Source: an optimization exercise on an open RTL-to-GDS flow (aim: small area and a short achievable clock period). Production flows keep margins and buffers that such runs may drop.
In this exercise RTL edits were held to simulation tests only and were not proved equivalent to the original.
No run shown here takes its clock network from TritonCTS; it comes from the design's own scripts or RTL.
The flow treats the clock pin as an ideal source. Dropping or thinning the clock tree relies on that and would not hold on a real chip.
Power and IR drop assume default switching activity.

==> flow/design.v (outline; a module is shown in full before it is edited, if it fits) <==
// module mult_unsigned: 1512 lines
// module mult_pg: 4 lines
// module mult_fa: 4 lines
// module mult_ha: 4 lines
module mult_unsigned (
	input clk, rst,
	input [15:0] A,
	input [23:0] B,
	output [39:0] result
);
  // ...
==> flow/flow/run.sh <==
#!/bin/bash
# Layout flow: the standard synthesis unchanged, then the standard ORFS
# steps with plain buffers on the ports and the setup-repair target below.
set -euo pipefail
bash standard.sh synth > synth.log 2>&1
sed -e 's/SETUP_SLACK_MARGIN=[-0-9.]*/SETUP_SLACK_MARGIN=5.5/' standard.sh > layout.sh
export BUFFER_PORTS_ARGS="-buffer_cell sky130_fd_sc_hd__buf_1"
export PRE_CTS_TCL=$(pwd)/flow/manual_cts.tcl MCTS_LEAVES=14 MCTS_ROOTS=4 MCTS_CLASSES='r2:sky130_fd_sc_hd__dlygate4sd3_1+sky130_fd_sc_hd__dlygate4sd1_1 r3:sky130_fd_sc_hd__dlygate4sd3_1+sky130_fd_sc_hd__dlygate4sd3_1 r4:sky130_fd_sc_hd__dlygate4sd3_1+sky130_fd_sc_hd__dlygate4sd3_1' REMOVE_ABC_BUFFERS=1
bash layout.sh finish > layout.log 2>&1
==> flow/flow/manual_cts.tcl <==
# Two-level clock tree built by hand, in place of the flow's clock tree
# synthesis: the clock port drives a few root buffers; each root buffer drives
# the leaf buffers of its region, and each leaf buffer drives one cluster of
# flip-flops (k-means on their positions). Every register gets the same two
# buffer stages; no register's clock is delayed on purpose.
proc mcts_kmeans {pts k} {
  # pts: list of {x y}; returns {assign cx cy counts}
  set n [llength $pts]
  set sorted [lsort -real -index 0 $pts]
  set cx {}; set cy {}
  for {set i 0} {$i < $k} {incr i} {
    set s [lindex $sorted [expr {int(($i + 0.5) * $n / $k)}]]
    lappend cx [lindex $s 0]; lappend cy [lindex $s 1]
  }
  for {set iter 0} {$iter < 40} {incr iter} {
    set sx [lrepeat $k 0.0]; set sy [lrepeat $k 0.0]; set sc [lrepeat $k 0]
    set assign {}
    foreach s $pts {
      set best 0; set bd 1e30
      for {set i 0} {$i < $k} {incr i} {
        set d [expr {abs([lindex $s 0] - [lindex $cx $i]) + abs([lindex $s 1] - [lindex $cy $i])}]
        if {$d < $bd} { set bd $d; set best $i }
      }
      lappend assign $best
      lset sx $best [expr {[lindex $sx $best] + [lindex $s 0]}]
      lset sy $best [expr {[lindex $sy $best] + [lindex $s 1]}]
      lset sc $best [expr {[lindex $sc $best] + 1}]
    }
    for {set i 0} {$i < $k} {incr i} {
      if {[lindex $sc $i] > 0} {
        lset cx $i [expr {[lindex $sx $i] / [lindex $sc $i]}]
        lset cy $i [expr {[lindex $sy $i] / [lindex $sc $i]}]
      }
    }
  }
  return [list $assign $cx $cy $sc]
}

# capacity-limited assignment of points to centres (nearest first), with the
# centres moved to their points' mean, repeated
proc mcts_balance {pts cx cy cap} {
  set n [llength $pts]
  set k [llength $cx]
  for {set iter 0} {$iter < 10} {incr iter} {
    set pairs {}
    for {set l 0} {$l < $n} {incr l} {
      set p [lindex $pts $l]
      for {set r 0} {$r < $k} {incr r} {
        lappend pairs [list [expr {abs([lindex $p 0] - [lindex $cx $r]) + abs([lindex $p 1] - [lindex $cy $r])}] $l $r]
      }
    }
    set assign [lrepeat $n -1]
    set sc [lrepeat $k 0]
    foreach pr [lsort -real -index 0 $pairs] {
      lassign $pr d l r
      if {[lindex $assign $l] >= 0 || [lindex $sc $r] >= $cap} { continue }
      lset assign $l $r
      lset sc $r [expr {[lindex $sc $r] + 1}]
    }
    set sx [lrepeat $k 0.0]; set sy [lrepeat $k 0.0]
    for {set l 0} {$l < $n} {incr l} {
      set r [lindex $assign $l]
      lset sx $r [expr {[lindex $sx $r] + [lindex $pts $l 0]}]
      lset sy $r [expr {[lindex $sy $r] + [lindex $pts $l 1]}]
    }
    for {set r 0} {$r < $k} {incr r} {
      if {[lindex $sc $r] > 0} { lset cx $r [expr {[lindex $sx $r] / [lindex $sc $r]}]; lset cy $r [expr {[lindex $sy $r] / [lindex $sc $r]}] }
    }
  }
  return [list $assign $cx $cy $sc]
}

proc mcts_build {nleaf nroot} {
  set block [ord::get_db_block]
  set db [ord::get_db]
  set clknet [[$block findBTerm clk] getNet]
  set master [$db findMaster sky130_fd_sc_hd__clkbuf_16]
  set lmaster $master
  if {[info exists ::env(MCTS_LEAF_CELL)]} { set lmaster [$db findMaster $::env(MCTS_LEAF_CELL)] }
  # register classes: "prefix:cell+cell ..." puts the named delay cells in
  # front of the leaf buffers of the registers whose names start with prefix
  set classes {{"" {}}}
  if {[info exists ::env(MCTS_CLASSES)]} {
    foreach c $::env(MCTS_CLASSES) {
      lassign [split $c :] pre chain
      lappend classes [list $pre [split $chain +]]
    }
  }
  set sinks {}
  foreach it [$clknet getITerms] {
    set inst [$it getInst]
    set name [$inst getName]
    set cls 0
    for {set c 1} {$c < [llength $classes]} {incr c} {
      if {[string match "[lindex $classes $c 0]*" $name]} { set cls $c; break }
    }
    set loc [$inst getLocation]
    set m [$inst getMaster]
    lappend sinks [list $it $cls [expr {[lindex $loc 0] + [$m getWidth] / 2}] [expr {[lindex $loc 1] + [$m getHeight] / 2}]]
  }
  set n [llength $sinks]
  set cap [expr {int(ceil(double($n) / $nleaf))}]
  # leaf clusters, class by class
  set leaves {}
  set sink_leaf {}
  for {set c 0} {$c < [llength $classes]} {incr c} {
    set pts {}; set its {}
    foreach s $sinks {
      if {[lindex $s 1] == $c} { lappend pts [lrange $s 2 3]; lappend its [lindex $s 0] }
    }
    if {[llength $pts] == 0} { continue }
    set k [expr {max(1, int(ceil(double([llength $pts]) / $cap)))}]
    lassign [mcts_kmeans $pts $k] assign cx cy sc
    lassign [mcts_balance $pts $cx $cy [expr {int(ceil(double([llength $pts]) / $k))}]] assign cx cy sc
    set base [llength $leaves]
    for {set i 0} {$i < $k} {incr i} { lappend leaves [list [lindex $cx $i] [lindex $cy $i] $c [lindex $sc $i]] }
    set j 0
    foreach it $its { lappend sink_leaf [list $it [expr {$base + [lindex $assign $j]}]]; incr j }
  }
  set nl [llength $leaves]
  set lpts {}
  foreach l $leaves { lappend lpts [lrange $l 0 1] }
  lassign [mcts_kmeans $lpts $nroot] rassign rcx rcy rsc
  lassign [mcts_balance $lpts $rcx $rcy [expr {int(ceil(double($nl) / $nroot))}]] rassign rcx rcy rsc
  set rootnets {}
  for {set r 0} {$r < $nroot} {incr r} {
    if {[lindex $rsc $r] == 0} { lappend rootnets {}; continue }
    set root [odb::dbInst_create $block $master mcts_root_$r]
    $root setLocation [expr {int([lindex $rcx $r])}] [expr {int([lindex $rcy $r])}]
    $root setPlacementStatus PLACED
    [$root findITerm A] connect $clknet
    set rnet [odb::dbNet_create $block mcts_root_net_$r]
    $rnet setSigType CLOCK
    [$root findITerm X] connect $rnet
    lappend rootnets $rnet
  }
  set leafnets {}
  for {set i 0} {$i < $nl} {incr i} {
    lassign [lindex $leaves $i] x y c cnt
    set x [expr {int($x)}]; set y [expr {int($y)}]
    set drv [lindex $rootnets [lindex $rassign $i]]
    set d 0
    foreach cell [lindex $classes $c 1] {
      set dl [odb::dbInst_create $block [$db findMaster $cell] mcts_dly_${i}_$d]
      $dl setLocation $x $y
      $dl setPlacementStatus PLACED
      [$dl findITerm A] connect $drv
      set dnet [odb::dbNet_create $block mcts_dly_net_${i}_$d]
      $dnet setSigType CLOCK
      [$dl findITerm X] connect $dnet
      set drv $dnet
      incr d
    }
    set leaf [odb::dbInst_create $block $lmaster mcts_leaf_$i]
    $leaf setLocation $x $y
    $leaf setPlacementStatus PLACED
    [$leaf findITerm A] connect $drv
    set lnet [odb::dbNet_create $block mcts_leaf_net_$i]
    $lnet setSigType CLOCK
    [$leaf findITerm X] connect $lnet
    lappend leafnets $lnet
  }
  foreach sl $sink_leaf {
    set it [lindex $sl 0]
    $it disconnect
    $it connect [lindex $leafnets [lindex $sl 1]]
  }
  puts "manual clock tree: $n sinks, $nl leaf buffers, $nroot root buffers $rsc, classes $classes"
}

set mcts_leaves 10
set mcts_roots 3
if {[info exists ::env(MCTS_LEAVES)]} { set mcts_leaves $::env(MCTS_LEAVES) }
if {[info exists ::env(MCTS_ROOTS)]} { set mcts_roots $::env(MCTS_ROOTS) }
mcts_build $mcts_leaves $mcts_roots
set_propagated_clock [all_clocks]
# the tree is built: the flow's clock_tree_synthesis call becomes a no-op
rename clock_tree_synthesis mcts_orig_clock_tree_synthesis
proc clock_tree_synthesis {args} { puts "clock_tree_synthesis skipped: manual clock tree" }
==> flow/standard.sh <==
#!/bin/bash
# synth_recipe.tcl (not shown) runs the flow's synth.tcl, then flattens the netlist and writes it again
# the make line also repeats each setting of config.mk as NAME=value (left out here)
make -C /OpenROAD-flow-scripts/flow DESIGN_CONFIG=/design/flow/config.mk WORK_HOME=/design/flow/orfs CLKGATE_MAP_FILE= SYNTH_SCRIPT=/design/flow/synth_recipe.tcl "${@:-finish}"
==> flow/config.mk <==
export PLATFORM = sky130hd
export DESIGN_NAME = mult_unsigned
export DESIGN_NICKNAME = mult_unsigned
export VERILOG_FILES = /design/flow/design.v
export SDC_FILE = /design/flow/constraint.sdc
export NUM_CORES = 4
export LEC_CHECK = 0
export CAP_MARGIN = 20
export CORE_MARGIN = 2
export CORE_UTILIZATION = 40
export SETUP_SLACK_MARGIN = 5
export SLEW_MARGIN = 20
export SYNTH_HIERARCHICAL = 1
export SYNTH_MINIMUM_KEEP_SIZE = 0
==> flow/constraint.sdc <==
create_clock -name core_clock -period 8.0 [get_ports {clk}]
set_input_delay 1.6000 -clock core_clock [delete_from_list [all_inputs] [get_ports {clk}]]
set_output_delay 1.6000 -clock core_clock [all_outputs]
set_load 0.01 [all_outputs]
==> results.sh, run 1 <==
export IMPL_rsz0062_at_grt="true"
export IMPL_timing_fmax_ghz=0.4071
export IMPL_p_clk_mw=1.07
export IMPL_whs_path_depth=2
export IMPL_setup_viol=0
export IMPL_regMostFlops="r2"
export IMPL_maxSlewViolCount=0
export IMPL_synth_common_cells="xnor2_1, dfxtp_1, a22oi_1, fa_1, clkbuf_1"
export IMPL_grt_pass1_vias=10085
export IMPL_pin_count=82
export IMPL_routedLengthMet1_um=15580
export IMPL_cp_common_cell="fa_1"
export IMPL_p_sw_frac=0.3695
export IMPL_n_tap_cell=468
export IMPL_fin_nets=1561
export IMPL_yosysSeqAreaShare=0.3573
export IMPL_synth_area_leaders="dfxtp_1, fa_1, xnor2_1, a22oi_1, dfrtp_1"
export IMPL_cp_data_required_time_ps=8940
export IMPL_antenna_found_initial=1
export IMPL_crit_start="r_two[0]"
export IMPL_status="timing/DRC/antenna clean"
export IMPL_powerDensity_nw_per_um2=367.2
export IMPL_clock_skew_ps=1191
export IMPL_crit_buf_inv=0
export IMPL_p_clk_frac=0.181
export IMPL_gr_usage_met2=0.2956
export IMPL_clkTransAtPathRegs_ps=70
export IMPL_grt_use_total=0.1866
export IMPL_tightest_slew_ps=833.0
export IMPL_vdd_drop_max_mv=0.1539
export IMPL_die_w_um=195.6
export IMPL_synth_edf_count=0
export IMPL_dieArea_sq_um=38240
export IMPL_largestClassByArea="multi-input combinational cells"
export IMPL_largest_reg_flops=79
export IMPL_port_buffers=81
export IMPL_sh_seq_area=0.3279
export IMPL_slew_headroom=0.4446
export IMPL_ff2ff_setup_slack_ps=5540
export IMPL_grt_busiest_layer="met2"
export IMPL_synth_top_family_by_area="adder cells"
export IMPL_multi_input_area_sq_um=8941
==> run 2: changes to the inputs <==
==> flow/flow/run.sh (replaced) <==
#!/bin/bash
# Layout flow: the standard synthesis unchanged, then the standard ORFS
# steps with plain buffers on the ports and the setup-repair target below.
set -euo pipefail
bash standard.sh synth > synth.log 2>&1
sed -e 's/SETUP_SLACK_MARGIN=[-0-9.]*/SETUP_SLACK_MARGIN=5.5/' standard.sh > layout.sh
export BUFFER_PORTS_ARGS="-buffer_cell sky130_fd_sc_hd__buf_1"
export PRE_CTS_TCL=$(pwd)/flow/manual_cts.tcl MCTS_LEAVES=14 MCTS_ROOTS=4 MCTS_CLASSES='r2:sky130_fd_sc_hd__dlygate4sd3_1+sky130_fd_sc_hd__dlygate4sd1_1 r3:sky130_fd_sc_hd__dlygate4sd3_1+sky130_fd_sc_hd__dlygate4sd3_1 r4:sky130_fd_sc_hd__dlygate4sd3_1+sky130_fd_sc_hd__dlygate4sd3_1'
bash layout.sh finish > layout.log 2>&1
==> run 2 against run 1 <==
First-iteration DRC count down 11%. Clock power about the same. Hold slack worse by 13 ps. Critical path type is now register to output port. Largest cell class unchanged. Wire length up 8.1%. Via count up 2.2%. Global-route usage up 1.5 points.
==> results.sh, run 2 <==
export IMPL_clock_skew_ps=1197
export IMPL_post_cts_buffers=0
export IMPL_ys_warn_count=7
export IMPL_multi_input_area_sq_um=9505
export IMPL_max_stage_delay_ps=340
export IMPL_avgSynthCellArea_sq_um=11.71
export IMPL_die_w_um=195.6
export IMPL_finalSetupTns_ps=0
export IMPL_synth_common_cells="xnor2_1, dfxtp_1, a22oi_1, fa_1, clkbuf_1"
export IMPL_vdd_drop_max_mv=0.2053
export IMPL_regMostFlops="r2"
export IMPL_powerDensity_nw_per_um2=362.4
export IMPL_grt_use_total=0.2017
export IMPL_antenna_found_initial=0
export IMPL_overflow=0
export IMPL_clkTransAtPathRegs_ps=100
export IMPL_crit_type="register to output port"
export IMPL_drc_errors=0
export IMPL_start_kind="register"
export IMPL_critPathTopFamily="flip-flops"
export IMPL_yosysMostFrequentCell="xnor2_1"
export IMPL_synth_top_area_share=0.2823
export IMPL_routedWlPerCell_um=21.54
export IMPL_cpMaxStageDelayCell="dfrtp_1"
export IMPL_drt_initial_drc_count=728
export IMPL_grt_pass1_vias=10604
export IMPL_final_common_cell="xnor2_1"
export IMPL_fin_nets=1561
export IMPL_fin_crit_ps=2446
export IMPL_drive_gt1_frac=0.1862
export IMPL_synth_edf_count=0
export IMPL_final_cell_mix="xnor2_1, dfxtp_1, a22oi_1"
export IMPL_dp_hpwl_um=23640
export IMPL_utilization=0.4596
export IMPL_maxSlewViolCount=0
export IMPL_rsz0062_at_grt="false"
export IMPL_synthFlopType="dfxtp_1"
export IMPL_ff2ff_setup_slack_ps=5560
export IMPL_cp_arrival_ps=850
export IMPL_synth_top_cell_by_area="dfxtp_1"
export IMPL_crit_buf_inv=1
export IMPL_area_growth_pct=13.80
export IMPL_drv_cap=0
export IMPL_holdWs_ps=16.75
export IMPL_dieArea_sq_um=38240
export IMPL_clock_latency_ps=1480
export IMPL_coreArea_sq_um=36350
export IMPL_netlist_area_sq_um=14680
export IMPL_pin_count=82
export IMPL_async_reset_ff_frac=0.1753
export IMPL_fill_cells=3327
export IMPL_place_inst=1711
export IMPL_regArea_sq_um=5296
export IMPL_port_buffers=81
export IMPL_vias=9551
export IMPL_tightest_slew_ps=804.2
export IMPL_worstPathMaxFanout=1
export IMPL_timing_fmax_ghz=0.4088
export IMPL_synth_area_leaders="dfxtp_1, fa_1, xnor2_1, a22oi_1, dfrtp_1"
export IMPL_synth_seq_cells=251
export IMPL_fin_crit_sh=0.3058
export IMPL_grt_pass1_wl_um=60310
export IMPL_vias_per_cell=5.433
export IMPL_ant_nets=0
export IMPL_fin_total_pwr_mw=6.054
export IMPL_hold_class="register to register"
export IMPL_finalWirelength_um=37880
export IMPL_yosysSeqAreaShare=0.3573
export IMPL_core_rowCount=70
export IMPL_setup_viol=0
export IMPL_fin_cells=1758
export IMPL_place_congestion=0.8251
export IMPL_status="timing/DRC/antenna clean"
export IMPL_first_pass_iters=6
export IMPL_largest_reg_flops=79
export IMPL_initial_utilization=0.4038
export IMPL_critical_path_endpoint_type="output port"
export IMPL_hold_violations=0
export IMPL_leakage_nw=6.191
export IMPL_synthCells=1253
export IMPL_slew_headroom=0.4631
export IMPL_cp_data_required_time_ps=6400
export IMPL_crit_chain="buf_1"
export IMPL_yosysUniqueCellTypes=49
export IMPL_grt_start_max_net_pins=52
export IMPL_dieHeight_um=195.6
-- run 2: cell counts after synthesis --
No cell type changed its count.
-- run 2: logic make-up after synthesis --
kind of cell / count (synthesis) / share of synthesized area
buf+inv: 133 / 0.03401
fa+ha+maj: 228 / 0.2803
compound gates: 249 / 0.1295
simple gates: 155 / 0.05814
flops: 251 / 0.3573
other cells: 2 / 0.0005117
xor+xnor: 235 / 0.1402
-- run 2: timing repair --
action / CTS / global route
endpoints found under the setup margin: 30 / 12
hold buffers: 3 / 0
endpoints found under the hold margin: 3 / 0
resized for setup: 21 / 8
-- run 2: worst paths after layout --
check | from | endpoint | cells after the start
max in group asynchronous | rst | r5[1] | 3
min in group asynchronous | rst | r5[20] | 3
min | r_neg[0] | r2[1] | 1
min reg2reg | r_neg[0] | r2[1] | 1
max | r5[34] | result[34] | 1
max reg2reg | rb[10] | r2[42] | 6
-- run 2: where the power goes --
part	total [mW]	switching [mW]	leakage [nW]	internal [mW]
clock network	1.09	0.493	0.359	0.599
logic	2.98	1.58	3.52	1.40
registers	1.98	0.192	2.31	1.79
-- run 2: cell type report --
class | instances | share of cell area
tap | 468 | 0.03506
multi-input combinational | 869 | 0.5691
inverter | 22 | 0.005169
buffer | 43 | 0.04427
sequential | 251 | 0.3171
antenna | 1 | 0.0001498
timing repair buffer | 104 | 0.02921
-- run 2: through the flow --
step | cell area (sq um) | setup WS [ps]
after CTS | 16680 | 5523
final | 16700 | 5554
after floorplan | 16000 | 5194
after detailed placement | 15880 | 4478
after global placement | 15880 | 4475
after global routing | 16700 | 5500
-- run 2: metal layers --
| layer | up-vias | routed length, um | GRT usage |
|---|---|---|---|
| met4 | 0 | 683 | 0.04156 |
| met2 | 402 | 17350 | 0.3250 |
| met1 | 4839 | 16940 | 0.2865 |
| met5 | - | 0 | 0 |
| met3 | 50 | 2903 | 0.03437 |
| li1 | 4260 | - | - |
-- run 2: modules after synthesis, one instance, submodules excluded --
module / cell area (sq um) / flip-flops and latches / cells
mult_unsigned: 10640 / 251 / 1031
mult_ha: 12.51 / 0 / 1
mult_fa: 20.02 / 0 / 1
mult_pg: 12.51 / 0 / 1
==> run 3: changes to the inputs <==
==> flow/flow/run.sh (replaced) <==
#!/bin/bash
# Layout flow: the standard synthesis unchanged, then the standard ORFS
# steps with plain buffers on the ports and the setup-repair target below.
set -euo pipefail
bash standard.sh synth > synth.log 2>&1
sed -e 's/SETUP_SLACK_MARGIN=[-0-9.]*/SETUP_SLACK_MARGIN=5.5/' standard.sh > layout.sh
export BUFFER_PORTS_ARGS="-buffer_cell sky130_fd_sc_hd__buf_1"
export PRE_CTS_TCL=$(pwd)/flow/manual_cts.tcl MCTS_LEAVES=14 MCTS_ROOTS=4 MCTS_CLASSES='r2:sky130_fd_sc_hd__dlygate4sd3_1+sky130_fd_sc_hd__dlygate4sd1_1+sky130_fd_sc_hd__dlygate4sd1_1 r3:sky130_fd_sc_hd__dlygate4sd3_1+sky130_fd_sc_hd__dlygate4sd3_1+sky130_fd_sc_hd__dlygate4sd1_1 r4:sky130_fd_sc_hd__dlygate4sd3_1+sky130_fd_sc_hd__dlygate4sd3_1+sky130_fd_sc_hd__dlygate4sd1_1' REMOVE_ABC_BUFFERS=1
bash layout.sh finish > layout.log 2>&1
==> run 3 against run 2 <==
Sequential cell count is the same. Sequential share of layout area is 0.65 points higher. Core utilization down 1.1 points. Hold slack gained 16 ps. Synthesized area unchanged. Via count down 0.53%. Critical endpoint is now r2[45]. First-iteration DRC count up 15%. Global-route usage down 1.3 points. Design area down 2.5%. Cell count rose by 1.1%. Clock power up 5%. Die area is the same.
==> results.sh, run 3 <==
export IMPL_status="timing/DRC/antenna clean"
export IMPL_ys_warn_count=7
export IMPL_holdWs_ps=32.91
export IMPL_crit_type="register to register"
export IMPL_vias=9500
export IMPL_coreArea_sq_um=36350
export IMPL_yosysUniqueCellTypes=49
export IMPL_max_stage_delay_ps=900
export IMPL_drt_initial_drc_count=837
export IMPL_critPathTopFamily="adder cells"
export IMPL_regMostFlops="r2"
export IMPL_synth_top_cell_by_area="dfxtp_1"
export IMPL_antenna_found_initial=1
export IMPL_crit_buf_inv=0
export IMPL_initial_utilization=0.4038
export IMPL_place_congestion=0.8859
export IMPL_p_sw_frac=0.3688
export IMPL_hold_violations=0
export IMPL_async_reset_ff_frac=0.1753
export IMPL_grt_use_total=0.1891
export IMPL_drive_gt1_frac=0.06723
export IMPL_synthCells=1253
export IMPL_fin_crit_sh=0.3053
export IMPL_dieArea_sq_um=38240
export IMPL_cp_common_cell="fa_1"
export IMPL_whs_path_depth=3
export IMPL_seq_power_share=0.330
export IMPL_synth_common_cells="xnor2_1, dfxtp_1, a22oi_1, fa_1, clkbuf_1"
export IMPL_p_clk_frac=0.189
export IMPL_synth_top_area_share=0.2823
export IMPL_grt_pass1_vias=10234
export IMPL_finalSetupTns_ps=0
export IMPL_critical_path_endpoint_type="register"
export IMPL_p_int_mw=3.804
export IMPL_largest_reg_flops=79
export IMPL_yosysMostFrequentCell="xnor2_1"
export IMPL_synth_area_leaders="dfxtp_1, fa_1, xnor2_1, a22oi_1, dfrtp_1"
export IMPL_ant_nets=0
export IMPL_utilization=0.4481
export IMPL_grt_start_max_net_pins=52
export IMPL_cp_arrival_ps=3540
export IMPL_leakage_nw=6.308
export IMPL_maxSlewViolCount=0
export IMPL_netlist_area_sq_um=14680
export IMPL_overflow=0
export IMPL_core_rowCount=70
export IMPL_finalWirelength_um=35530
export IMPL_final_cell_mix="xnor2_1, dfxtp_1, a22oi_1"
export IMPL_clkTransAtPathRegs_ps=80
export IMPL_powerDensity_nw_per_um2=370.1
export IMPL_dieHeight_um=195.6
export IMPL_tightest_slew_ps=877.4
export IMPL_pin_count=82
export IMPL_cpMaxStageDelayCell="dfxtp_1"
export IMPL_grt_pass1_wl_um=57350
export IMPL_synthFlopType="dfxtp_1"
export IMPL_dp_hpwl_um=21750
export IMPL_first_pass_iters=8
export IMPL_setup_viol=0
export IMPL_crit_cells=6
export IMPL_drv_cap=0
export IMPL_port_buffers=81
export IMPL_die_w_um=195.6
export IMPL_clock_latency_ps=1710
export IMPL_area_growth_pct=10.95
export IMPL_slew_headroom=0.4143
export IMPL_synth_seq_cells=251
export IMPL_fin_nets=1581
export IMPL_final_common_cell="xnor2_1"
export IMPL_yosysSeqAreaShare=0.3573
export IMPL_timing_fmax_ghz=0.4094
export IMPL_rr_worst_depth=6
export IMPL_crit_chain="a22oi_1 > xnor2_1 > fa_1 > fa_1 > fa_1 > fa_1"
export IMPL_cp_data_required_time_ps=9100
export IMPL_worstPathMaxFanout=17
export IMPL_clock_skew_ps=1452
export IMPL_routedWlPerCell_um=19.98
export IMPL_vias_per_cell=5.343
export IMPL_hold_class="register to register"
export IMPL_p_switching_mw=2.223
export IMPL_start_kind="register"
export IMPL_rsz0062_at_grt="true"
export IMPL_vdd_drop_max_mv=0.1539
export IMPL_drc_errors=0
export IMPL_fin_crit_ps=2443
export IMPL_avgSynthCellArea_sq_um=11.71
export IMPL_combPwrFrac=0.480
export IMPL_fill_cells=3360
export IMPL_synth_edf_count=0
run 3: cell types whose count changed in the layout (fill, tap and decap cells not counted), sizes merged:
cell         before  now
dlygate4sd1       5   16
dlygate4sd3      20   26
buf             101  104
clkinv            0    1
clkinvlp          1    0
run 3: cell families (layout without fill, tap and decap cells):
| family | count (synthesis) | in the layout | synth area share |
|---|---|---|---|
| AO/OA/AOI/OAI | 249 | 249 | 0.1295 |
| buffers and inverters | 133 | 189 | 0.03401 |
| XOR/XNOR | 235 | 235 | 0.1402 |
| flip-flops | 251 | 251 | 0.3573 |
| AND/OR/NAND/NOR | 155 | 155 | 0.05814 |
| adder cells (fa/ha/maj) | 228 | 228 | 0.2803 |
| other | 2 | 3 | 0.0005117 |
run 3: final timing paths:
path | start | to | slack [ps]
max | rb[17] | r2[45] | 5560
min reg2reg | r_neg[0] | r2[6] | 30
min in group asynchronous | rst | r5[10] | 1380
max reg2reg | rb[17] | r2[45] | 5560
min | r_neg[0] | r2[6] | 30
max in group asynchronous | rst | v[3] | 6010
run 3: worst min-delay path, stage by stage (launching register included):
cell     delay [ps]
dfxtp_1         300
buf_4           280
xnor2_1         240
ha_1            130
run 3: repair_timing:
action,4_1_cts,5_1_grt
pin swaps,0,4
resized for setup,5,14
hold buffers,9,0
endpoints found under the setup margin,26,33
endpoints found under the hold margin,7,0
setup buffers,0,7
run 3: cell type report:
type	instances	area, sq um	area share
Multi-Input combinational cell	869	8941	0.5490
Buffer	54	835.8	0.05132
Tap cell	468	585.6	0.03596
Antenna cell	1	2.502	0.0001537
Sequential cell	251	5270	0.3236
Timing Repair Buffer	113	566.8	0.03480
Inverter	22	83.83	0.005148
run 3: routing by layer:
| metal | share of wire | up-vias | global-route usage |
|---|---|---|---|
| met4 | 0.023 | 0 | 0.05428 |
| met3 | 0.087 | 68 | 0.03765 |
| met1 | 0.44 | 4705 | 0.2656 |
| met2 | 0.45 | 430 | 0.2970 |
| met5 | 0 | - | 0 |
| li1 | - | 4297 | - |
run 3: through the flow:
step           area (sq um)  total power, mW  setup slack (ps)  instances
6_report              16290            6.027              5557       1778
5_1_grt               16290            6.602              5493       1778
3_3_place_gp          15270            4.798              4415       1707
2_1_floorplan         14260            4.084              4335       1142
3_5_place_dp          15270            4.863              4384       1707
4_1_cts               16200            6.063              5504       1770
run 3: Yosys stat by module (local to each module, per instance):
module,times used,flops+latches,cells inside,area (sq um)
mult_ha,14,0,1,12.51
mult_pg,40,0,1,12.51
mult_fa,168,0,1,20.02
mult_unsigned,1,251,1031,10640
run 3: power by group through the flow:
stage / combinational [mW] / clock, mW / sequential (mW)
final: 2.90 / 1.14 / 1.99
after global routing: 3.31 / 1.25 / 2.04
after CTS: 2.87 / 1.20 / 1.99
after detailed placement: 2.84 / 0 / 2.02
after global placement: 2.78 / 0 / 2.01
after floorplan: 2.08 / 0 / 2.00
==> run 4: changes to the inputs <==
--- a/flow/flow/run.sh
+++ b/flow/flow/run.sh
@@ -5,3 +5,3 @@
 bash standard.sh synth > synth.log 2>&1
-sed -e 's/SETUP_SLACK_MARGIN=[-0-9.]*/SETUP_SLACK_MARGIN=5.5/' standard.sh > layout.sh
+sed -e 's/SETUP_SLACK_MARGIN=[-0-9.]*/SETUP_SLACK_MARGIN=5.58/' standard.sh > layout.sh
 export BUFFER_PORTS_ARGS="-buffer_cell sky130_fd_sc_hd__buf_1"
==> run 4 against run 3 <==
Cell count is 0.22% higher. Total power grew 0.62%. Hold slack lost 5.5 ps. Maximum frequency increased by 0.98%. Sequential share of layout area shrank 0.20 points. Sequential power barely moved. Synthesized area is the same. Wire length grew 0.73%.
==> results.sh, run 4 <==
export IMPL_cpMaxStageDelayCell="dfrtp_1"
export IMPL_yosysSeqAreaShare=0.3573
export IMPL_max_stage_delay_ps=370
export IMPL_place_congestion=0.8859
export IMPL_ant_nets=0
export IMPL_avgSynthCellArea_sq_um=11.71
export IMPL_clock_latency_ps=1710
export IMPL_crit_start="r5[15]"
export IMPL_p_switching_mw=2.238
export IMPL_crit_type="register to output port"
export IMPL_crit_reg2reg_launch="rb[7]"
export IMPL_core_rowCount=70
export IMPL_p_int_mw=3.826
export IMPL_maxSlewViolCount=0
export IMPL_holdPathEnd="r2[78]"
export IMPL_async_reset_ff_frac=0.1753
export IMPL_clock_skew_ps=1452
export IMPL_yosysUniqueCellTypes=49
export IMPL_synthFlopType="dfxtp_1"
export IMPL_p_sw_frac=0.3691
export IMPL_drive_gt1_frac=0.08606
export IMPL_synth_top_cell_by_area="dfxtp_1"
export IMPL_hp_start="rb[23]"
export IMPL_fin_crit_ps=2419
export IMPL_synth_seq_cells=251
export IMPL_vias=9528
export IMPL_synth_top_area_share=0.2823
export IMPL_critical_path_endpoint_type="output port"
export IMPL_powerDensity_nw_per_um2=369.5
export IMPL_grt_start_max_net_pins=52
export IMPL_synthCells=1253
export IMPL_dieArea_sq_um=38240
export IMPL_finalWirelength_um=35790
export IMPL_first_pass_iters=5
export IMPL_dp_hpwl_um=21750
export IMPL_coreArea_sq_um=36350
export IMPL_start_kind="register"
export IMPL_hold_class="register to register"
export IMPL_dieHeight_um=195.6
export IMPL_vias_per_cell=5.347
export IMPL_overflow=0
export IMPL_ys_warn_count=7
export IMPL_die_w_um=195.6
export IMPL_rr_worst_depth=6
export IMPL_drt_initial_drc_count=841
export IMPL_final_common_cell="xnor2_1"
export IMPL_crit_buf_inv=1
export IMPL_p_clk_frac=0.188
export IMPL_crit_chain="clkbuf_2"
export IMPL_synth_area_leaders="dfxtp_1, fa_1, xnor2_1, a22oi_1, dfrtp_1"
export IMPL_fin_cells=1782
export IMPL_timing_rr_end="r2[45]"
export IMPL_finalSetupTns_ps=0
export IMPL_leakage_nw=6.364
export IMPL_final_cell_mix="xnor2_1, a22oi_1, dfxtp_1"
export IMPL_slew_headroom=0.4418
export IMPL_whs_path_depth=2
export IMPL_initial_utilization=0.4038
export IMPL_port_buffers=81
export IMPL_synth_edf_count=0
export IMPL_fin_crit_sh=0.3024
export IMPL_status="timing/DRC/antenna clean"
export IMPL_seq_power_share=0.329
export IMPL_yosysMostFrequentCell="xnor2_1"
export IMPL_timing_fmax_ghz=0.4134
export IMPL_largest_reg_flops=79
export IMPL_cp_data_required_time_ps=6400
export IMPL_place_inst=1707
export IMPL_synth_common_cells="xnor2_1, dfxtp_1, a22oi_1, fa_1, clkbuf_1"
export IMPL_combPwrFrac=0.483
export IMPL_ff2ff_setup_slack_ps=5650
export IMPL_setup_viol=0
export IMPL_drv_cap=0
export IMPL_fin_nets=1585
export IMPL_routedWlPerCell_um=20.08
export IMPL_antenna_found_initial=1
export IMPL_netlist_area_sq_um=14680
export IMPL_vdd_drop_max_mv=0.1544
export IMPL_regMostFlops="r2"
export IMPL_grt_use_total=0.1891
export IMPL_holdWs_ps=27.39
export IMPL_grt_pass1_vias=10235
export IMPL_cp_arrival_ps=820
export IMPL_pin_count=82
export IMPL_grt_pass1_wl_um=57400
export IMPL_hold_violations=0
export IMPL_clkTransAtPathRegs_ps=90
export IMPL_rsz0062_at_grt="true"
export IMPL_critPathTopFamily="flip-flops"
export IMPL_area_growth_pct=11.83
export IMPL_worstPathMaxFanout=1
export IMPL_drc_errors=0
export IMPL_tightest_slew_ps=836.2
==> run 4: cell types whose count changed in the layout (fill, tap and decap cells not counted), moves of 3 or more <==
cell and change:
ha_4 +3, ha_1 -4, dlygate4sd3_1 +3, buf_1 -12
dfxtp_1 -7, dfxtp_2 +7, clkbuf_2 +11
==> run 4: metrics by stage <==
stage	worst slack (ps)	instance area, sq um	power (mW)	utilization
6_report	5581	16410	6.065	0.4516
5_1_grt	5546	16410	6.647	0.4516
3_3_place_gp	4415	15270	4.798	0.4202
2_1_floorplan	4335	14260	4.084	-
3_5_place_dp	4384	15270	4.863	0.4202
4_1_cts	5554	16220	6.066	0.4462
==> run 4: how the worst max path moves through the flow <==
| stage | cells after the start | to | slack, ps |
|---|---|---|---|
| finish | 1 | result[15] | 5580 |
| global route | 1 | result[15] | 5550 |
| CTS | 1 | result[12] | 5550 |
| detailed placement | 6 | r2[40] | 4380 |
| global placement | 6 | r2[42] | 4420 |
| floorplan | 6 | r2[58] | 4340 |
==> run 4: worst reg2reg max path, delay by kind of cell (launching register included) <==
family | cells | cell delay, ps
AO/OA/AOI/OAI | 1 | 230
adder cells (fa/ha/maj) | 4 | 1860
XOR/XNOR | 1 | 190
flip-flops | 1 | 870
==> run 4: timing repair <==
| action | 4_1_cts | 5_1_grt |
|---|---|---|
| hold buffers | 9 | 3 |
| endpoints found under the setup margin | 44 | 49 |
| gates cloned | 0 | 0 |
| gates resized for setup | 10 | 38 |
| buffers inserted | 0 | 8 |
| pin swaps | 0 | 12 |
| hold endpoints to repair | 7 | 2 |
==> run 4: Yosys stat by module, one instance, submodules excluded <==
| module | flip-flops and latches | cells | copies in the design |
|---|---|---|---|
| mult_unsigned | 251 | 1031 | 1 |
| mult_fa | 0 | 1 | 168 |
| mult_ha | 0 | 1 | 14 |
| mult_pg | 0 | 1 | 40 |
==> run 4: cell type report <==
class	count	area (sq um)
well taps	468	585.6
fillers	3348	19930
diodes	1	2.502
multi-input cells	869	9002
plain buffers	54	835.8
flip-flops and latches	251	5279
inverters	22	83.83
repair buffers	117	625.6
==> run 4: routing by layer <==
| metal | part of all wire | routed length, um | GRT usage | vias to the layer above |
|---|---|---|---|---|
| li1 | - | - | - | 4308 |
| met1 | 0.44 | 15910 | 0.2658 | 4756 |
| met2 | 0.45 | 16180 | 0.2971 | 395 |
| met3 | 0.080 | 2880 | 0.03800 | 69 |
| met4 | 0.023 | 813 | 0.05315 | 0 |
| met5 | 0 | 0 | 0 | - |
==> run 4: power groups by stage <==
stage	Clock [mW]	Sequential, mW	Combinational, mW
floorplan	0	2.00	2.08
detailed placement	0	2.02	2.84
global route	1.25	2.04	3.35
finish	1.14	2.00	2.93
CTS	1.20	1.99	2.87
global placement	0	2.01	2.78
==> run 4: cells by family after synthesis <==
| family | Yosys count | synth area share |
|---|---|---|
| compound gates | 249 | 0.1295 |
| simple gates | 155 | 0.05814 |
| xor+xnor | 235 | 0.1402 |
| fa+ha+maj | 228 | 0.2803 |
| other cells | 2 | 0.0005117 |
| buf+inv | 133 | 0.03401 |
| flops | 251 | 0.3573 |
==> run 5: changes to the inputs <==
--- a/flow/flow/run.sh
+++ b/flow/flow/run.sh
@@ -5,3 +5,3 @@
 bash standard.sh synth > synth.log 2>&1
-sed -e 's/SETUP_SLACK_MARGIN=[-0-9.]*/SETUP_SLACK_MARGIN=5.58/' standard.sh > layout.sh
+sed -e 's/SETUP_SLACK_MARGIN=[-0-9.]*/SETUP_SLACK_MARGIN=5.63/' standard.sh > layout.sh
 export BUFFER_PORTS_ARGS="-buffer_cell sky130_fd_sc_hd__buf_1"
==> run 5 against run 4 <==
Clock skew up 1.4 ps. Largest power group unchanged. Largest cell class unchanged. Maximum frequency about the same. Combinational power about the same. Still clean on timing, DRC and antenna. Design area is 0.40% higher. Total power grew 0.57%. Via count is 0.27% higher. Critical endpoint unchanged. Critical path type unchanged. Critical path depth is the same.
==> results.sh, run 5 <==
export IMPL_status="timing/DRC/antenna clean"
export IMPL_grt_busiest_layer="met2"
export IMPL_yosysSeqAreaShare=0.3573
export IMPL_fin_nets=1586
export IMPL_drc_errors=0
export IMPL_fin_crit_sh=0.3023
export IMPL_synthCells=1253
export IMPL_rr_worst_depth=7
export IMPL_place_congestion=0.8859
export IMPL_grt_pass1_wl_um=57490
export IMPL_timing_rr_end="r2[60]"
export IMPL_finalWirelength_um=35880
export IMPL_combPwrFrac=0.485
export IMPL_synth_compound_area_share=0.1295
export IMPL_holdPathEnd="r2[78]"
export IMPL_critical_path_endpoint_type="output port"
export IMPL_crit_type="register to output port"
export IMPL_clkTransAtPathRegs_ps=90
export IMPL_whs_path_depth=2
export IMPL_cp_data_required_time_ps=6400
export IMPL_ant_nets=0
export IMPL_yosys_area_share_simple=0.05814
export IMPL_dieHeight_um=195.6
export IMPL_initial_utilization=0.4038
export IMPL_clock_skew_ps=1453
export IMPL_grt_use_met3=0.03765
export IMPL_grt_pass1_vias=10268
export IMPL_maxSlewViolCount=0
export IMPL_grt_start_max_net_pins=52
export IMPL_drive_gt1_frac=0.1104
export IMPL_synth_top_area_share=0.2823
export IMPL_cpMaxStageDelayCell="dfrtp_1"
export IMPL_hp_start="rb[23]"
export IMPL_synth_top_family_by_area="adder cells"
export IMPL_tightest_slew_ps=833.6
export IMPL_avgSynthCellArea_sq_um=11.71
export IMPL_vias=9554
export IMPL_cp_arrival_ps=820
export IMPL_vias_per_cell=5.358
export IMPL_first_pass_iters=5
export IMPL_largest_reg_flops=79
export IMPL_ff2ff_setup_slack_ps=5710
export IMPL_synth_edf_count=0
export IMPL_seq_power_share=0.327
export IMPL_routedWlPerCell_um=20.12
export IMPL_core_rowCount=70
export IMPL_synthFlopType="dfxtp_1"
export IMPL_finalSetupTns_ps=0
export IMPL_dieArea_sq_um=38240
export IMPL_pin_count=82
export IMPL_clock_latency_ps=1720
export IMPL_gr_usage_met2=0.2980
export IMPL_drt_initial_drc_count=800
export IMPL_synth_top_cell_by_area="dfxtp_1"
export IMPL_regMostFlops="r2"
export IMPL_crit_reg2reg_launch="r_neg[7]"
export IMPL_yosysMostFrequentCell="xnor2_1"
export IMPL_setup_viol=0
export IMPL_async_reset_ff_frac=0.1753
export IMPL_overflow=0
export IMPL_fin_cells=1783
export IMPL_start_kind="register"
export IMPL_place_inst=1707
export IMPL_final_cell_mix="xnor2_1, a22oi_1, dfxtp_1"
export IMPL_powerDensity_nw_per_um2=370.1
export IMPL_dp_hpwl_um=21750
export IMPL_p_int_mw=3.850
export IMPL_vdd_drop_max_mv=0.1543
export IMPL_drv_cap=0
export IMPL_muxShareOfSynthArea=0
export IMPL_area_growth_pct=12.28
export IMPL_final_common_cell="xnor2_1"
export IMPL_synth_seq_cells=251
export IMPL_antenna_found_initial=1
export IMPL_port_buffers=81
export IMPL_crit_chain="clkbuf_2"
export IMPL_grt_use_total=0.1895
export IMPL_ys_warn_count=7
export IMPL_p_sw_frac=0.3687
export IMPL_rsz0062_at_grt="true"
export IMPL_synth_area_leaders="dfxtp_1, fa_1, xnor2_1, a22oi_1, dfrtp_1"
export IMPL_grtUsageMet1=0.2660
export IMPL_max_stage_delay_ps=370
export IMPL_p_clk_frac=0.188
export IMPL_synth_xor_xnor_area_share=0.1402
export IMPL_die_w_um=195.6
export IMPL_leakage_nw=6.460
export IMPL_crit_buf_inv=1
export IMPL_synth_common_cells="xnor2_1, dfxtp_1, a22oi_1, fa_1, clkbuf_1"
export IMPL_hold_class="register to register"
export IMPL_worstPathMaxFanout=1
export IMPL_fin_crit_ps=2419
export IMPL_coreArea_sq_um=36350
export IMPL_yosysUniqueCellTypes=49
export IMPL_p_switching_mw=2.249
export IMPL_timing_fmax_ghz=0.4135
export IMPL_hold_violations=0
export IMPL_slew_headroom=0.4443
export IMPL_netlist_area_sq_um=14680
export IMPL_critPathTopFamily="flip-flops"
export IMPL_synthAdderAreaFrac=0.2803
run 5: cell types whose count changed in the layout (fill, tap and decap cells not counted):
cell	delta
dfxtp_1	-4
buf_6	+2
clkbuf_2	+25
a21oi_2	-1
dfxtp_2	+4
buf_4	+1
a21oi_4	+1
buf_1	-27
run 5: how the worst max path moves through the flow:
stage	end	startpoint	depth (start not counted)	slack, ps
after floorplan	r2[58]	r_neg[7]	6	4340
after global placement	r2[42]	r_one[0]	6	4420
after detailed placement	r2[40]	r_one[0]	6	4380
after CTS	result[12]	r5[12]	1	5550
after global routing	result[15]	r5[15]	1	5550
final	result[15]	r5[15]	1	5580
run 5: logic make-up after synthesis:
| group | count (synthesis) |
|---|---|
| DFF | 251 |
| xor gates and xnor gates | 235 |
| AOI/OAI and AO/OA | 249 |
| adders and majority gates | 228 |
| buffers and inverters | 133 |
| other | 2 |
| and+or+nand+nor | 155 |
run 5: layer usage:
metal | vias up | part of all wire
met3 | 52 | 0.082
met1 | 4783 | 0.44
met4 | 0 | 0.020
met2 | 413 | 0.45
li1 | 4306 | -
met5 | - | 0
run 5: per-stage QoR:
stage	hold slack (ps)	util	setup slack [ps]	instance area (sq um)	power (mW)
after floorplan	309.6	-	4335	14260	4.084
after global placement	312.7	0.4202	4415	15270	4.798
after detailed placement	312.1	0.4202	4384	15270	4.863
after CTS	13.89	0.4472	5554	16260	6.090
after global routing	40.09	0.4534	5546	16480	6.672
final	27.98	0.4534	5581	16480	6.099
run 5: timing repair:
item                                   4_1_cts  5_1_grt
buffers inserted                             2        7
cloned                                       0        0
endpoints found under the hold margin        7        2
setup endpoints to repair                   65       75
gates resized for setup                     21       61
hold buffers                                 9        3
pin swaps                                    3       12
run 5: area by class of cell:
| type | instances | area, sq um |
|---|---|---|
| Tap cell | 468 | 585.6 |
| Antenna cell | 1 | 2.502 |
| Fill cell | 3339 | 19870 |
| Sequential cell | 251 | 5284 |
| Multi-Input combinational cell | 869 | 9010 |
| Timing Repair Buffer | 118 | 679.4 |
| Buffer | 54 | 835.8 |
| Inverter | 22 | 83.83 |
run 5: per-module statistics from Yosys, one instance, submodules excluded:
| module | copies in the design | cells | cell area (sq um) | flip-flops and latches |
|---|---|---|---|---|
| mult_ha | 14 | 1 | 12.51 | 0 |
| mult_unsigned | 1 | 1031 | 10640 | 251 |
| mult_pg | 40 | 1 | 12.51 | 0 |
| mult_fa | 168 | 1 | 20.02 | 0 |
run 5: tightest hold or removal path, delay by kind of cell, from the launching register on:
family	cells	cell delay (ps)
fa+ha+maj	1	160
flops	1	590
simple gates	1	230
run 5: power groups by stage:
stage | Sequential [mW] | Combinational, mW | Clock [mW]
after detailed placement | 2.02 | 2.84 | 0
after CTS | 1.99 | 2.89 | 1.20
after global placement | 2.01 | 2.78 | 0
after floorplan | 2.00 | 2.08 | 0
after global routing | 2.04 | 3.37 | 1.25
final | 2.00 | 2.96 | 1.14
==> run 6: changes to the inputs <==
==> flow/flow/run.sh (replaced) <==
#!/bin/bash
# Layout flow: the standard synthesis unchanged, then the standard ORFS
# steps with plain buffers on the ports and the setup-repair target below.
set -euo pipefail
bash standard.sh synth > synth.log 2>&1
sed -e 's/SETUP_SLACK_MARGIN=[-0-9.]*/SETUP_SLACK_MARGIN=5.58/' standard.sh > layout.sh
export BUFFER_PORTS_ARGS="-buffer_cell sky130_fd_sc_hd__buf_1"
export PRE_CTS_TCL=$(pwd)/flow/manual_cts.tcl MCTS_LEAVES=12 MCTS_ROOTS=4 MCTS_CLASSES='r2:sky130_fd_sc_hd__dlygate4sd3_1+sky130_fd_sc_hd__dlygate4sd1_1 r3:sky130_fd_sc_hd__dlygate4sd3_1+sky130_fd_sc_hd__dlygate4sd3_1 r4:sky130_fd_sc_hd__dlygate4sd3_1+sky130_fd_sc_hd__dlygate4sd3_1' REMOVE_ABC_BUFFERS=1
bash layout.sh finish > layout.log 2>&1
==> run 6 against run 5 <==
Global-route usage shrank 0.38 points. Register-to-register slack got worse by 60 ps. Clock power fell by 19%. Total power down 4.8%. Design area shrank 2.5%. Synthesized area unchanged. Critical endpoint is now result[8]. Sequential cell count did not move. Largest power group unchanged. First-iteration DRC count increased by 22%.
==> results.sh, run 6 <==
export IMPL_timing_fmax_ghz=0.4128
export IMPL_hold_class="register to register"
export IMPL_avgSynthCellArea_sq_um=11.71
export IMPL_clkTransAtPathRegs_ps=100
export IMPL_overflow=0
export IMPL_regMostFlops="r2"
export IMPL_critPathTopFamily="flip-flops"
export IMPL_muxShareOfSynthArea=0
export IMPL_rsz0062_at_grt="true"
export IMPL_cpMaxStageDelayCell="dfrtp_1"
export IMPL_yosysSeqAreaShare=0.3573
export IMPL_synth_xor_xnor_area_share=0.1402
export IMPL_grt_start_max_net_pins=52
export IMPL_synth_top_family_by_area="adder cells"
export IMPL_synth_compound_area_share=0.1295
export IMPL_grt_use_total=0.1857
export IMPL_final_cell_mix="xnor2_1, a22oi_1, dfxtp_1"
export IMPL_yosysMostFrequentCell="xnor2_1"
export IMPL_largest_reg_flops=79
export IMPL_cp_data_required_time_ps=6400
export IMPL_dieHeight_um=195.6
export IMPL_grt_pass1_wl_um=56390
export IMPL_powerDensity_nw_per_um2=361.6
export IMPL_drive_gt1_frac=0.08502
export IMPL_fin_crit_sh=0.3028
export IMPL_netlist_area_sq_um=14680
export IMPL_worstPathMaxFanout=1
export IMPL_ant_nets=0
export IMPL_port_buffers=81
export IMPL_dp_hpwl_um=21750
export IMPL_drv_cap=0
export IMPL_async_reset_ff_frac=0.1753
export IMPL_synth_edf_count=0
export IMPL_fin_nets=1554
export IMPL_drt_initial_drc_count=975
export IMPL_synthAdderAreaFrac=0.2803
export IMPL_cp_arrival_ps=820
export IMPL_crit_buf_inv=1
export IMPL_crit_chain="clkbuf_2"
export IMPL_place_congestion=0.8859
export IMPL_vias_per_cell=5.346
export IMPL_max_stage_delay_ps=400
export IMPL_yosys_area_share_simple=0.05814
export IMPL_synth_top_area_share=0.2823
export IMPL_hold_violations=0
export IMPL_synth_top_cell_by_area="dfxtp_1"
export IMPL_synth_common_cells="xnor2_1, dfxtp_1, a22oi_1, fa_1, clkbuf_1"
export IMPL_ys_warn_count=7
export IMPL_final_common_cell="xnor2_1"
export IMPL_antenna_found_initial=2
export IMPL_dieArea_sq_um=38240
export IMPL_setup_viol=0
export IMPL_status="timing/DRC/antenna clean"
export IMPL_initial_utilization=0.4038
export IMPL_clock_skew_ps=1247
export IMPL_routedWlPerCell_um=19.95
export IMPL_pin_count=82
export IMPL_start_kind="register"
export IMPL_critical_path_endpoint_type="output port"
export IMPL_synthFlopType="dfxtp_1"
export IMPL_yosysUniqueCellTypes=49
export IMPL_slew_headroom=0.4471
export IMPL_holdWs_ps=1.203
export IMPL_crit_type="register to output port"
export IMPL_first_pass_iters=6
export IMPL_core_rowCount=70
export IMPL_die_w_um=195.6
export IMPL_finalWirelength_um=34950
export IMPL_vdd_drop_max_mv=0.1523
export IMPL_tightest_slew_ps=829.3
export IMPL_leakage_nw=6.196
export IMPL_synthCells=1253
export IMPL_area_growth_pct=9.428
export IMPL_synth_area_leaders="dfxtp_1, fa_1, xnor2_1, a22oi_1, dfrtp_1"
export IMPL_finalSetupTns_ps=0
export IMPL_vias=9366
export IMPL_fin_crit_ps=2423
export IMPL_maxSlewViolCount=0
export IMPL_drc_errors=0
export IMPL_coreArea_sq_um=36350
export IMPL_grt_pass1_vias=10062
export IMPL_clock_latency_ps=1510
export IMPL_synth_seq_cells=251
==> run 6: cell counts after synthesis <==
Identical to the previous run, type by type.
==> run 6: worst paths after layout <==
check,start,to,slack (ps),depth (start not counted)
setup / recovery,r5[8],result[8],5580,1
hold / removal,r_two[0],r2[2],1,2
setup reg to reg,rb[11],r2[45],5650,6
max in group asynchronous,rst,v[3],6010,2
min in group asynchronous,rst,r5[9],1410,2
hold reg to reg,r_two[0],r2[2],1,2
==> run 6: layout make-up <==
| cell class | instances | area [sq um] |
|---|---|---|
| Antenna cell | 2 | 5.005 |
| Buffer | 33 | 580.6 |
| Fill cell | 3380 | 20290 |
| Inverter | 22 | 83.83 |
| Multi-Input combinational cell | 869 | 8941 |
| Sequential cell | 251 | 5314 |
| Tap cell | 468 | 585.6 |
| Timing Repair Buffer | 107 | 551.8 |
==> run 6: routing by layer <==
metal  wire (um)  track usage  vias to the layer above
met3        3027      0.03437                       71
met2       15740       0.2960                      407
li1            -            -                     4239
met1       15290       0.2626                     4649
met5           0            0                        -
met4         896      0.04354                        0
==> run 6: kinds of logic after synthesis <==
group           Yosys count
compound gates          249
xor+xnor                235
fa+ha+maj               228
buf+inv                 133
flops                   251
other cells               2
simple gates            155
==> run 6: modules after synthesis (local to each module, per instance) <==
module / flip-flops and latches / cells / copies in the design
mult_unsigned: 251 / 1031 / 1
mult_ha: 0 / 1 / 14
mult_pg: 0 / 1 / 40
mult_fa: 0 / 1 / 168
==> run 6: through the flow <==
step                      cells  area (sq um)    util  power, mW  worst slack (ps)
after global placement     1707         15270  0.4202      4.798              4415
final                      1752         16060  0.4419      5.808              5577
after floorplan            1142         14260       -      4.084              4335
after global routing       1752         16060  0.4419      6.369              5508
after detailed placement   1707         15270  0.4202      4.863              4384
after CTS                  1745         15960  0.4390      5.843              5562
==> run 6: what timing repair did <==
item,4_1_cts,5_1_grt
endpoints found under the setup margin,45,36
resized for setup,35,28
hold endpoints to repair,2,1
hold buffers,3,1
buffers inserted,2,4
pin swaps,2,2
==> run 6: power by group <==
group / internal (mW) / switching (mW)
Clock: 0.476 / 0.452
Combinational: 1.36 / 1.53
Sequential: 1.79 / 0.199
Total: 3.63 / 2.18
==> run 7: changes to the inputs <==
==> flow/flow/run.sh (replaced) <==
#!/bin/bash
# Layout flow. Every tool's output goes to a log here (synth.log, layout.log)
# besides ORFS's own per-step logs.
#  - synthesis: the standard synthesis, unchanged (standard.sh synth)
#  - the rest: the standard ORFS steps (standard.sh finish) with
#    * a tighter setup-repair target (SETUP_SLACK_MARGIN 5.58 at the 8 ns
#      clock, i.e. repair towards about 2.42 ns),
#    * buf_1 as the port buffer (every input and output still gets one),
#    * REMOVE_ABC_BUFFERS, so floorplan does not resize against ideal clocks,
#    * the hand-built clock tree of flow/manual_cts.tcl (PRE_CTS_TCL), with
#      extra delay in front of the r2 and r3 leaf buffers (useful skew on
#      internal register-to-register paths only).
set -euo pipefail
bash standard.sh synth > synth.log 2>&1
sed -e 's/SETUP_SLACK_MARGIN=[-0-9.]*/SETUP_SLACK_MARGIN=5.58/' standard.sh > layout.sh
export BUFFER_PORTS_ARGS="-buffer_cell sky130_fd_sc_hd__buf_1"
export PRE_CTS_TCL=$(pwd)/flow/manual_cts.tcl MCTS_LEAVES=12 MCTS_ROOTS=4 MCTS_CLASSES='r2:sky130_fd_sc_hd__dlygate4sd3_1+sky130_fd_sc_hd__dlygate4sd1_1 r3:sky130_fd_sc_hd__dlygate4sd3_1+sky130_fd_sc_hd__dlygate4sd3_1' REMOVE_ABC_BUFFERS=1
bash layout.sh finish > layout.log 2>&1
--- a/flow/flow/manual_cts.tcl
+++ b/flow/flow/manual_cts.tcl
@@ -1,6 +1 @@
-# Two-level clock tree built by hand, in place of the flow's clock tree
-# synthesis: the clock port drives a few root buffers; each root buffer drives
-# the leaf buffers of its region, and each leaf buffer drives one cluster of
-# flip-flops (k-means on their positions). Every register gets the same two
-# buffer stages; no register's clock is delayed on purpose.
 proc mcts_kmeans {pts k} {
==> run 7 against run 6 <==
Largest power group unchanged. Still clean. Critical path type unchanged. Sequential share of layout area fell by 0.12 points. Register-to-register slack about the same. Cell count is 0.11% lower.
==> results.sh, run 7 <==
export IMPL_finalSetupTns_ps=0
export IMPL_largest_reg_flops=79
export IMPL_ff2ff_setup_slack_ps=5640
export IMPL_ys_warn_count=7
export IMPL_synth_top_cell_by_area="dfxtp_1"
export IMPL_regMostFlops="r2"
export IMPL_netlist_area_sq_um=14680
export IMPL_synth_common_cells="xnor2_1, dfxtp_1, a22oi_1, fa_1, clkbuf_1"
export IMPL_die_w_um=195.6
export IMPL_timing_rr_end="r2[49]"
export IMPL_pin_count=82
export IMPL_cp_arrival_ps=810
export IMPL_clkTransAtPathRegs_ps=100
export IMPL_synth_top_area_share=0.2823
export IMPL_start_kind="register"
export IMPL_whs_path_depth=2
export IMPL_rsz0062_at_grt="true"
export IMPL_synth_seq_cells=251
export IMPL_hold_class="register to register"
export IMPL_clock_latency_ps=1460
export IMPL_drive_gt1_frac=0.09516
export IMPL_cp_data_required_time_ps=6400
export IMPL_coreArea_sq_um=36350
export IMPL_vias=9378
export IMPL_timing_fmax_ghz=0.4148
export IMPL_yosysSeqAreaShare=0.3573
export IMPL_core_rowCount=70
export IMPL_clock_skew_ps=1180
export IMPL_worstPathMaxFanout=1
export IMPL_synth_edf_count=0
export IMPL_cpMaxStageDelayCell="dfrtp_1"
export IMPL_routedWlPerCell_um=19.99
export IMPL_crit_chain="clkbuf_2"
export IMPL_synth_area_leaders="dfxtp_1, fa_1, xnor2_1, a22oi_1, dfrtp_1"
export IMPL_place_ws_ps=4384
export IMPL_rr_worst_depth=6
export IMPL_yosysUniqueCellTypes=49
export IMPL_setup_slack_ps=5589
export IMPL_dieHeight_um=195.6
export IMPL_grt_start_max_net_pins=52
export IMPL_grt_pass1_wl_um=56100
export IMPL_crit_buf_inv=1
export IMPL_fin_nets=1554
export IMPL_fin_crit_sh=0.3014
export IMPL_finalWirelength_um=34990
export IMPL_vdd_drop_max_mv=0.1404
export IMPL_antenna_found_initial=1
export IMPL_crit_reg2reg_launch="rb[12]"
export IMPL_final_cell_mix="xnor2_1, a22oi_1, dfxtp_1"
export IMPL_maxSlewViolCount=0
export IMPL_overflow=0
export IMPL_port_buffers=81
export IMPL_crit_type="register to output port"
export IMPL_setup_viol=0
export IMPL_tightest_slew_ps=822.7
export IMPL_avgSynthCellArea_sq_um=11.71
export IMPL_async_reset_ff_frac=0.1753
export IMPL_max_stage_delay_ps=390
export IMPL_drt_initial_drc_count=820
export IMPL_hold_violations=0
export IMPL_holdWs_ps=3.953
export IMPL_leakage_nw=6.224
export IMPL_holdPathEnd="r2[2]"
export IMPL_dieArea_sq_um=38240
export IMPL_powerDensity_nw_per_um2=359.9
export IMPL_place_congestion=0.8859
export IMPL_synthFlopType="dfxtp_1"
export IMPL_ant_nets=0
export IMPL_area_growth_pct=9.616
export IMPL_drc_errors=0
export IMPL_grt_pass1_vias=9991
export IMPL_grt_use_total=0.1847
export IMPL_slew_headroom=0.4516
export IMPL_critPathTopFamily="flip-flops"
export IMPL_first_pass_iters=6
export IMPL_critical_path_endpoint_type="output port"
export IMPL_fin_crit_ps=2411
export IMPL_final_common_cell="xnor2_1"
export IMPL_dp_hpwl_um=21750
export IMPL_hp_start="rb[1]"
export IMPL_status="timing/DRC/antenna clean"
export IMPL_yosysMostFrequentCell="xnor2_1"
export IMPL_initial_utilization=0.4038
export IMPL_synthCells=1253
export IMPL_num_antenna_cells=0
export IMPL_drv_cap=0
export IMPL_vias_per_cell=5.359
[run 7: cell types whose count changed in the layout (fill, tap and decap cells not counted), moves of 4 or more]
cell      previous run  this run
buf_1               68        59
clkbuf_2            10        19
dfxtp_2             21        25
dfxtp_4             11         7
[run 7: report_power, final]
part / switching, mW / total (mW) / leakage (nW) / internal, mW
clock: 0.430 / 0.881 / 0.266 / 0.450
sequential: 0.199 / 1.99 / 2.31 / 1.79
combinational: 1.54 / 2.92 / 3.65 / 1.38
total: 2.17 / 5.79 / 6.22 / 3.62
[run 7: stage by stage]
step	util	instances	cell area (sq um)	total power, mW
2_1_floorplan	-	1142	14260	4.084
3_3_place_gp	0.4202	1707	15270	4.798
3_5_place_dp	0.4202	1707	15270	4.863
4_1_cts	0.4381	1742	15920	5.794
5_1_grt	0.4427	1750	16090	6.347
6_report	0.4427	1750	16090	5.790
[run 7: modules after synthesis (local to each module, per instance)]
module / cells / flops+latches / cell area (sq um) / copies in the design
mult_fa: 1 / 0 / 20.02 / 168
mult_pg: 1 / 0 / 12.51 / 40
mult_unsigned: 1031 / 251 / 10640 / 1
mult_ha: 1 / 0 / 12.51 / 14
[run 7: layout make-up]
class | count | area (sq um)
Buffer | 29 | 540.5
Fill cell | 3370 | 20260
Inverter | 22 | 83.83
Multi-Input combinational cell | 869 | 8984
Sequential cell | 251 | 5304
Tap cell | 468 | 585.6
Timing Repair Buffer | 111 | 591.8
[run 7: worst register-to-register path: stages (launching register included)]
cell and delay, ps:
dfxtp_2 690, a22oi_1 210, xnor2_1 200, fa_1 490
fa_1 480, fa_1 470, fa_1 470
[run 7: kinds of logic after synthesis]
kind of cell               after synthesis  share of synthesized area
other                                    2                  0.0005117
DFF                                    251                     0.3573
buffers and inverters                  133                    0.03401
xor gates and xnor gates               235                     0.1402
adders and majority gates              228                     0.2803
and+or+nand+nor                        155                    0.05814
AOI/OAI and AO/OA                      249                     0.1295
[run 7: worst max-delay path by stage]
stage                         from   endpoint  slack [ps]  cells past startpoint
after floorplan           r_neg[7]     r2[58]        4340                      6
after CTS                    r5[8]  result[8]        5560                      1
after global routing        r2[33]     r3[39]        5520                     10
after detailed placement  r_one[0]     r2[40]        4380                      6
after global placement    r_one[0]     r2[42]        4420                      6
final                        r5[8]  result[8]        5590                      1
[run 7: per-layer routing]
layer / wire length, um / share of wire / track usage / up-vias
met4: 786 / 0.022 / 0.04467 / 2
met1: 15600 / 0.45 / 0.2613 / 4683
li1: - / - / - / 4238
met2: 15760 / 0.45 / 0.2934 / 395
met3: 2836 / 0.081 / 0.03472 / 60
met5: 9 / 0.00026 / 0 / -
[run 7: repair_timing]
| item | CTS | global route |
|---|---|---|
| hold buffers | 4 | 2 |
| setup buffers | 2 | 6 |
| gates resized for setup | 33 | 38 |
| pin swaps | 2 | 11 |
| endpoints found under the setup margin | 43 | 45 |
| endpoints found under the hold margin | 4 | 2 |

-- separate check: timing with driven ports --
Ports are ideal in the flow. The routed layouts listed here were re-timed in OpenROAD.
Step 1 (the two cells are an assumption about what drives the block):
set clk [get_ports {clk}]
set_driving_cell -lib_cell sky130_fd_sc_hd__clkbuf_16 $clk
set_driving_cell -lib_cell sky130_fd_sc_hd__buf_2 [delete_from_list [all_inputs] $clk]
Step 2, shift: input delay + t, output delay - t, t = (earliest + latest rising clock arrival at the registers) / 2. This alone moves slack from input paths to output paths.
Slacks: no drivers / after step 1 / after step 2; pairs: no drivers / after step 1.
run | shift t [ns] | setup slack, ns | latest minus earliest clock arrival (ns) | worst register clock-pin slew, ns | cell pins on the clock port's net
run 1 | 0.975 | 5.544 / 5.469 / 5.124 | 1.192 / 1.192 | 0.10 / 0.10 | 4
run 2 | 0.984 | 5.554 / 5.437 / 5.160 | 1.217 / 1.217 | 0.11 / 0.11 | 4
run 3 | 1.107 | 5.557 / 5.467 / 5.000 | 1.454 / 1.454 | 0.10 / 0.10 | 4
run 4 | 1.107 | 5.581 / 5.462 / 4.998 | 1.454 / 1.453 | 0.10 / 0.10 | 4
run 5 | 1.109 | 5.581 / 5.463 / 4.994 | 1.454 / 1.455 | 0.10 / 0.10 | 4
run 6 | 0.988 | 5.577 / 5.475 / 5.103 | 1.248 / 1.248 | 0.12 / 0.12 | 4
run 7 | 0.984 | 5.589 / 5.474 / 5.152 | 1.188 / 1.187 | 0.12 / 0.12 | 4
Clock arrivals are far apart in every run listed, so t is only a midpoint there and step 2 fits no single register. For run 5, which loses most, drivers alone change the setup slack by -0.118 ns; drivers and shift together by -0.587 ns. Setup slack includes reset recovery checks.
